From an optimization exercise on the open Yosys and OpenROAD flow, aimed at small area and a short achievable clock period; shortcuts taken in it are not production practice. Where RTL was checked, it was by simulation tests only, not by an equivalence proof against the original.

==> flow/design.v (excerpt) <==
module ddfs (
    input  logic        clk,
    input  logic        rst_n,
    input  logic [7:0]  freq_i,
    output logic [15:0] sine_o,
    output logic [15:0] cosine_o
);
    logic [15:0] angle;
    cordic_angle_acc ANG_ACC (
        .clk     (clk),
        .rst_n   (rst_n),
        .freq_i  (freq_i),
        .angle_o (angle)
    );
    cordic CORDIC_CORE (
        .clk      (clk),
        .rst_n    (rst_n),
        .angle_i  (angle),
        .sine_o   (sine_o),
        .cosine_o (cosine_o)
    );
endmodule
clock: 8.0 ns
lec_check: 0
abc_area: 1
cap_margin: 20
core_margin: 2
core_utilization: 45
place_density: 0.6
slew_margin: 20
run.sh (not shown) runs the stock make flow with config.mk's settings and CLKGATE_MAP_FILE= SYNTH_SCRIPT=/design/flow/synth_recipe.tcl, a recipe that flattens the netlist after the stock synthesis.
Change:
Settings changed: ABC_AREA 1 to not set, SETUP_SLACK_MARGIN set to 5.
What happened: The changed run ran to the end with no violations. Hold slack hardly moves. Cell area rises by about 5%. Non-clock buffer count rises by 155. Worst setup slack improved by 0.34 ns. Area after synthesis falls by 1.8%.
Change:
Settings changed: SETUP_SLACK_MARGIN 5 to not set.
Via count goes down by 3.4%; sequential cell count is unchanged; routed wire length goes down by 4.5%; maximum frequency goes down by 19%.
Function was not checked in any run of this note: the RTL went through the layout flow alone.

* * *

Another version of the RTL of ddfs (not shown whole).
For scale: about 560 flip-flops, about 42 I/O pins, about 36,000 um2 of cells after synthesis.
export LEC_CHECK = 0
export ABC_AREA = 1
export CAP_MARGIN = 20
export CORE_MARGIN = 2
export CORE_UTILIZATION = 45
export CTS_CLUSTER_DIAMETER = 100
export CTS_CLUSTER_SIZE = 30
export PLACE_DENSITY = 0.6
export SLEW_MARGIN = 20
create_clock -name core_clock -period 8.0 [get_ports {clk}]
standard.sh (not shown) runs the stock make flow with config.mk's settings and CLKGATE_MAP_FILE= SYNTH_SCRIPT=/design/flow/synth_recipe.tcl, a recipe that flattens the netlist after the stock synthesis.
==> flow/flow/run.sh <==
#!/bin/bash
set -euo pipefail
export BUFFER_PORTS_ARGS="-buffer_cell sky130_fd_sc_hd__buf_4"
export SETUP_SLACK_MARGIN=5.4
bash standard.sh > standard.log 2>&1
The starting point completed without violations.
Rerun with:
==> flow/run.sh (new file) <==
#!/bin/bash
# synth_recipe.tcl (not shown) runs the flow's synth.tcl, then flattens the netlist and writes it again
# the make line also repeats each setting of config.mk as NAME=value (left out here)
make -C /OpenROAD-flow-scripts/flow DESIGN_CONFIG=/design/flow/config.mk WORK_HOME=/design/flow/orfs CLKGATE_MAP_FILE= SYNTH_SCRIPT=/design/flow/synth_recipe.tcl finish
--- a/flow/config.mk
+++ b/flow/config.mk
@@ -14,2 +14,3 @@
 export PLACE_DENSITY = 0.6
+export SETUP_SLACK_MARGIN = 5
 export SLEW_MARGIN = 20
removed: flow/flow/run.sh
removed: flow/standard.sh
What happened:
- final area went down by a few percent
- via count went down slightly
- wire length went down by a few percent
- cell count went down slightly
Rerun with:
==> flow/flow/run.sh (new file) <==
#!/bin/bash
set -euo pipefail
export BUFFER_PORTS_ARGS="-buffer_cell sky130_fd_sc_hd__buf_4"
export SETUP_SLACK_MARGIN=5.6
bash standard.sh > standard.log 2>&1
==> flow/standard.sh (new file) <==
#!/bin/bash
# synth_recipe.tcl (not shown) runs the flow's synth.tcl, then flattens the netlist and writes it again
# the make line also repeats each setting of config.mk as NAME=value (left out here)
make -C /OpenROAD-flow-scripts/flow DESIGN_CONFIG=/design/flow/config.mk WORK_HOME=/design/flow/orfs CLKGATE_MAP_FILE= SYNTH_SCRIPT=/design/flow/synth_recipe.tcl "${@:-finish}"
--- a/flow/config.mk
+++ b/flow/config.mk
@@ -14,3 +14,2 @@
 export PLACE_DENSITY = 0.6
-export SETUP_SLACK_MARGIN = 5
 export SLEW_MARGIN = 20
removed: flow/run.sh
=> Core utilization came out higher by 4.0 points. Die area stays the same. Wire length came out higher by a few percent. Setup slack improved by 200 ps. Worst hold slack got worse by 10 ps. Clock skew came out lower by 3.4 ps. Cell count came out higher by a few percent.
Rerun with:
==> flow/run.sh (new file) <==
#!/bin/bash
# synth_recipe.tcl (not shown) runs the flow's synth.tcl, then flattens the netlist and writes it again
# the make line also repeats each setting of config.mk as NAME=value (left out here)
make -C /OpenROAD-flow-scripts/flow DESIGN_CONFIG=/design/flow/config.mk WORK_HOME=/design/flow/orfs CLKGATE_MAP_FILE= SYNTH_SCRIPT=/design/flow/synth_recipe.tcl finish
--- a/flow/config.mk
+++ b/flow/config.mk
@@ -10,6 +10,7 @@
 export CORE_MARGIN = 2
-export CORE_UTILIZATION = 45
+export CORE_UTILIZATION = 60
 export CTS_CLUSTER_DIAMETER = 100
 export CTS_CLUSTER_SIZE = 30
-export PLACE_DENSITY = 0.6
+export PLACE_DENSITY = 0.75
+export SETUP_SLACK_MARGIN = 5
 export SLEW_MARGIN = 20
removed: flow/flow/run.sh
removed: flow/standard.sh
What happened: The changed run finished with timing, DRC and antenna clean; maximum frequency falls by 7.6%; cell count falls by 7.8%; cell area falls by 8.9%; clock-buffer cell count falls by 3; flip-flop and latch count stays the same; via count falls by 2.2%; core utilization rises by 12 points; routed wire length falls by 6.6%; setup slack degrades by 220 ps.
Rerun with:
==> flow/flow/run.sh (new file) <==
#!/bin/bash
set -euo pipefail
export BUFFER_PORTS_ARGS="-buffer_cell sky130_fd_sc_hd__buf_4"
export SETUP_SLACK_MARGIN=5.3
bash standard.sh > standard.log 2>&1
==> flow/standard.sh (new file) <==
#!/bin/bash
# synth_recipe.tcl (not shown) runs the flow's synth.tcl, then flattens the netlist and writes it again
# the make line also repeats each setting of config.mk as NAME=value (left out here)
make -C /OpenROAD-flow-scripts/flow DESIGN_CONFIG=/design/flow/config.mk WORK_HOME=/design/flow/orfs CLKGATE_MAP_FILE= SYNTH_SCRIPT=/design/flow/synth_recipe.tcl "${@:-finish}"
--- a/flow/config.mk
+++ b/flow/config.mk
@@ -10,7 +10,6 @@
 export CORE_MARGIN = 2
-export CORE_UTILIZATION = 60
+export CORE_UTILIZATION = 45
 export CTS_CLUSTER_DIAMETER = 100
 export CTS_CLUSTER_SIZE = 30
-export PLACE_DENSITY = 0.75
-export SETUP_SLACK_MARGIN = 5
+export PLACE_DENSITY = 0.6
 export SLEW_MARGIN = 20
removed: flow/run.sh
Final area is higher by about 4.6%.
First-iteration DRC count is lower by 6.8%.
Via count is higher by 0.76%.
Setup slack gains 200 ps.
Clock-buffer cell count is higher by 4.
Critical path depth is higher by 2.
Sequential cell count does not change.
Die area is higher by 33%.
Rerun with:
--- a/flow/config.mk
+++ b/flow/config.mk
@@ -8,3 +8,3 @@
 export ABC_AREA = 1
-export CAP_MARGIN = 20
+export CAP_MARGIN = 5
 export CORE_MARGIN = 2
@@ -14,2 +14,2 @@
 export PLACE_DENSITY = 0.6
-export SLEW_MARGIN = 20
+export SLEW_MARGIN = 5
Outcome: Global-route usage stays the same; synthesized area does not change; non-clock buffer count does not change; setup slack is about the same; final cell count hardly moves; critical path depth does not change.

* * *

Starting RTL as in the previous note.
clock: 8.0 ns
lec_check: 0
abc_area: 1
cap_margin: 20
core_margin: 2
core_utilization: 45
cts_buf_list: sky130_fd_sc_hd__clkbuf_8
place_density: 0.6
setup_slack_margin: 5
slew_margin: 20
run.sh (not shown) runs the stock make flow with config.mk's settings and CLKGATE_MAP_FILE= SYNTH_SCRIPT=/design/flow/synth_recipe.tcl, a recipe that flattens the netlist after the stock synthesis.
Stock flow here: none of the scripts above is used.
The baseline went through all stages and came out clean.
Rerun with:
--- a/flow/config.mk
+++ b/flow/config.mk
@@ -11,3 +11,2 @@
 export CORE_UTILIZATION = 45
-export CTS_BUF_LIST = sky130_fd_sc_hd__clkbuf_8
 export PLACE_DENSITY = 0.6
After rerunning: Flip-flop and latch count is unchanged. Final area is higher by 0.38%. Cell count is lower by 1.1%. Wire length is lower by 0.44%. Area after synthesis is unchanged. Count of clock-buffer cells in the layout is lower by 32. Hold slack got worse by 9.8 ps. Critical path depth is unchanged.

* * *

job 101:
Another version of the RTL of ddfs (not shown whole).
Size: ~530 flip-flops.
make LEC_CHECK=0 CAP_MARGIN=20 CORE_MARGIN=2 CORE_UTILIZATION=45 CTS_CLUSTER_DIAMETER=100 CTS_CLUSTER_SIZE=30 PLACE_DENSITY=0.6 SETUP_SLACK_MARGIN=5 SLEW_MARGIN=20 finish   # period 8.0 ns
Job 101 | status: complete | timing, DRC, antenna: pass
[inputs] job 102 vs job 101
# job 101
export LEC_CHECK = 0
export CAP_MARGIN = 20
export CORE_MARGIN = 2
export CORE_UTILIZATION = 45
export CTS_CLUSTER_DIAMETER = 100
export CTS_CLUSTER_SIZE = 30
export PLACE_DENSITY = 0.6
export SETUP_SLACK_MARGIN = 5
export SLEW_MARGIN = 20
create_clock -name core_clock -period 8.0 [get_ports {clk}]
# job 102
export LEC_CHECK = 0
export ABC_AREA = 1
export CAP_MARGIN = 20
export CORE_MARGIN = 2
export CORE_UTILIZATION = 45
export CTS_CLUSTER_DIAMETER = 100
export CTS_CLUSTER_SIZE = 30
export PLACE_DENSITY = 0.6
export SETUP_SLACK_MARGIN = 5
export SLEW_MARGIN = 20
create_clock -name core_clock -period 8.0 [get_ports {clk}]
Findings:
Job 102: full flow OK, the timing, design-rule and antenna checks passed
Against job 101, area of the die in job 102 rose slightly.
What job 102 reported for synthesized area divided by synthesized cell count has to be multiplied by 1.11 to get the figure for job 101.
Reported for job 101 and job 102, remaining number of nets flagged by the antenna check after routing turned out identical to the last digit.
Job 102 vs job 101: wire length down by a little under 10%
Of job 101 and job 102, the lower required time of the worst setup path belongs to job 101.
On max-slew headroom at the worst pin, the lower figure sits with job 101, not job 102.
The worst endpoint data arrival time number comes out lower for job 102 vs job 101.
No functional check of the RTL was part of any run of this note.

[what the ideal ports hide]
The flow's constraints put no driver on any port. The routed layouts listed below were extracted and timed again, unchanged, in two steps.
Step 1 sets driving cells, clkbuf_16 on the clock port and buf_2 on the other inputs (assumed; they add their load-dependent delay and slew).
Step 2, shift: input delay + t, output delay - t, t = (earliest + latest rising clock arrival at the registers) / 2. This alone moves slack from input paths to output paths.
a / b / c = ideal ports / drivers / drivers and shift; a / b = the first two.
| run | shift t [ns] | slack for setup (ns) | worst setup path at the end |
|---|---|---|---|
| the first run of note 1 | 0.669 | 4.336 / 4.336 / 4.336 | register to register |
| the second run of note 1 | 0.712 | 4.677 / 4.677 / 4.677 | register to register |
| the third run of note 1 | 0.657 | 3.892 / 3.892 / 3.892 | register to register |
| the first run of note 2 | 0.694 | 5.316 / 5.248 / 5.291 | input, reset recovery |
| the second run of note 2 | 0.689 | 5.119 / 5.106 / 5.119 | register to register |
| the third run of note 2 | 0.689 | 5.324 / 5.268 / 5.283 | input, reset recovery |
| the fourth run of note 2 | 0.647 | 5.104 / 5.104 / 5.104 | register to register |
| the fifth run of note 2 | 0.677 | 5.303 / 5.269 / 5.300 | input, reset recovery |
| the sixth run of note 2 | 0.678 | 5.302 / 5.269 / 5.296 | input, reset recovery |
| the first run of note 3 | 0.750 | 5.071 / 5.064 / 5.071 | register to register |
| the second run of note 3 | 0.647 | 5.103 / 5.103 / 5.103 | register to register |
| job 101 | 0.653 | 4.617 / 4.617 / 4.617 | register to register |
| job 102 | 0.679 | 4.988 / 4.988 / 4.988 | register to register |
After both steps every run listed still meets setup and hold. For the third run of note 2, which loses most, drivers alone change the setup slack by -0.056 ns; drivers and shift together by -0.041 ns. Setup slack includes reset recovery checks.
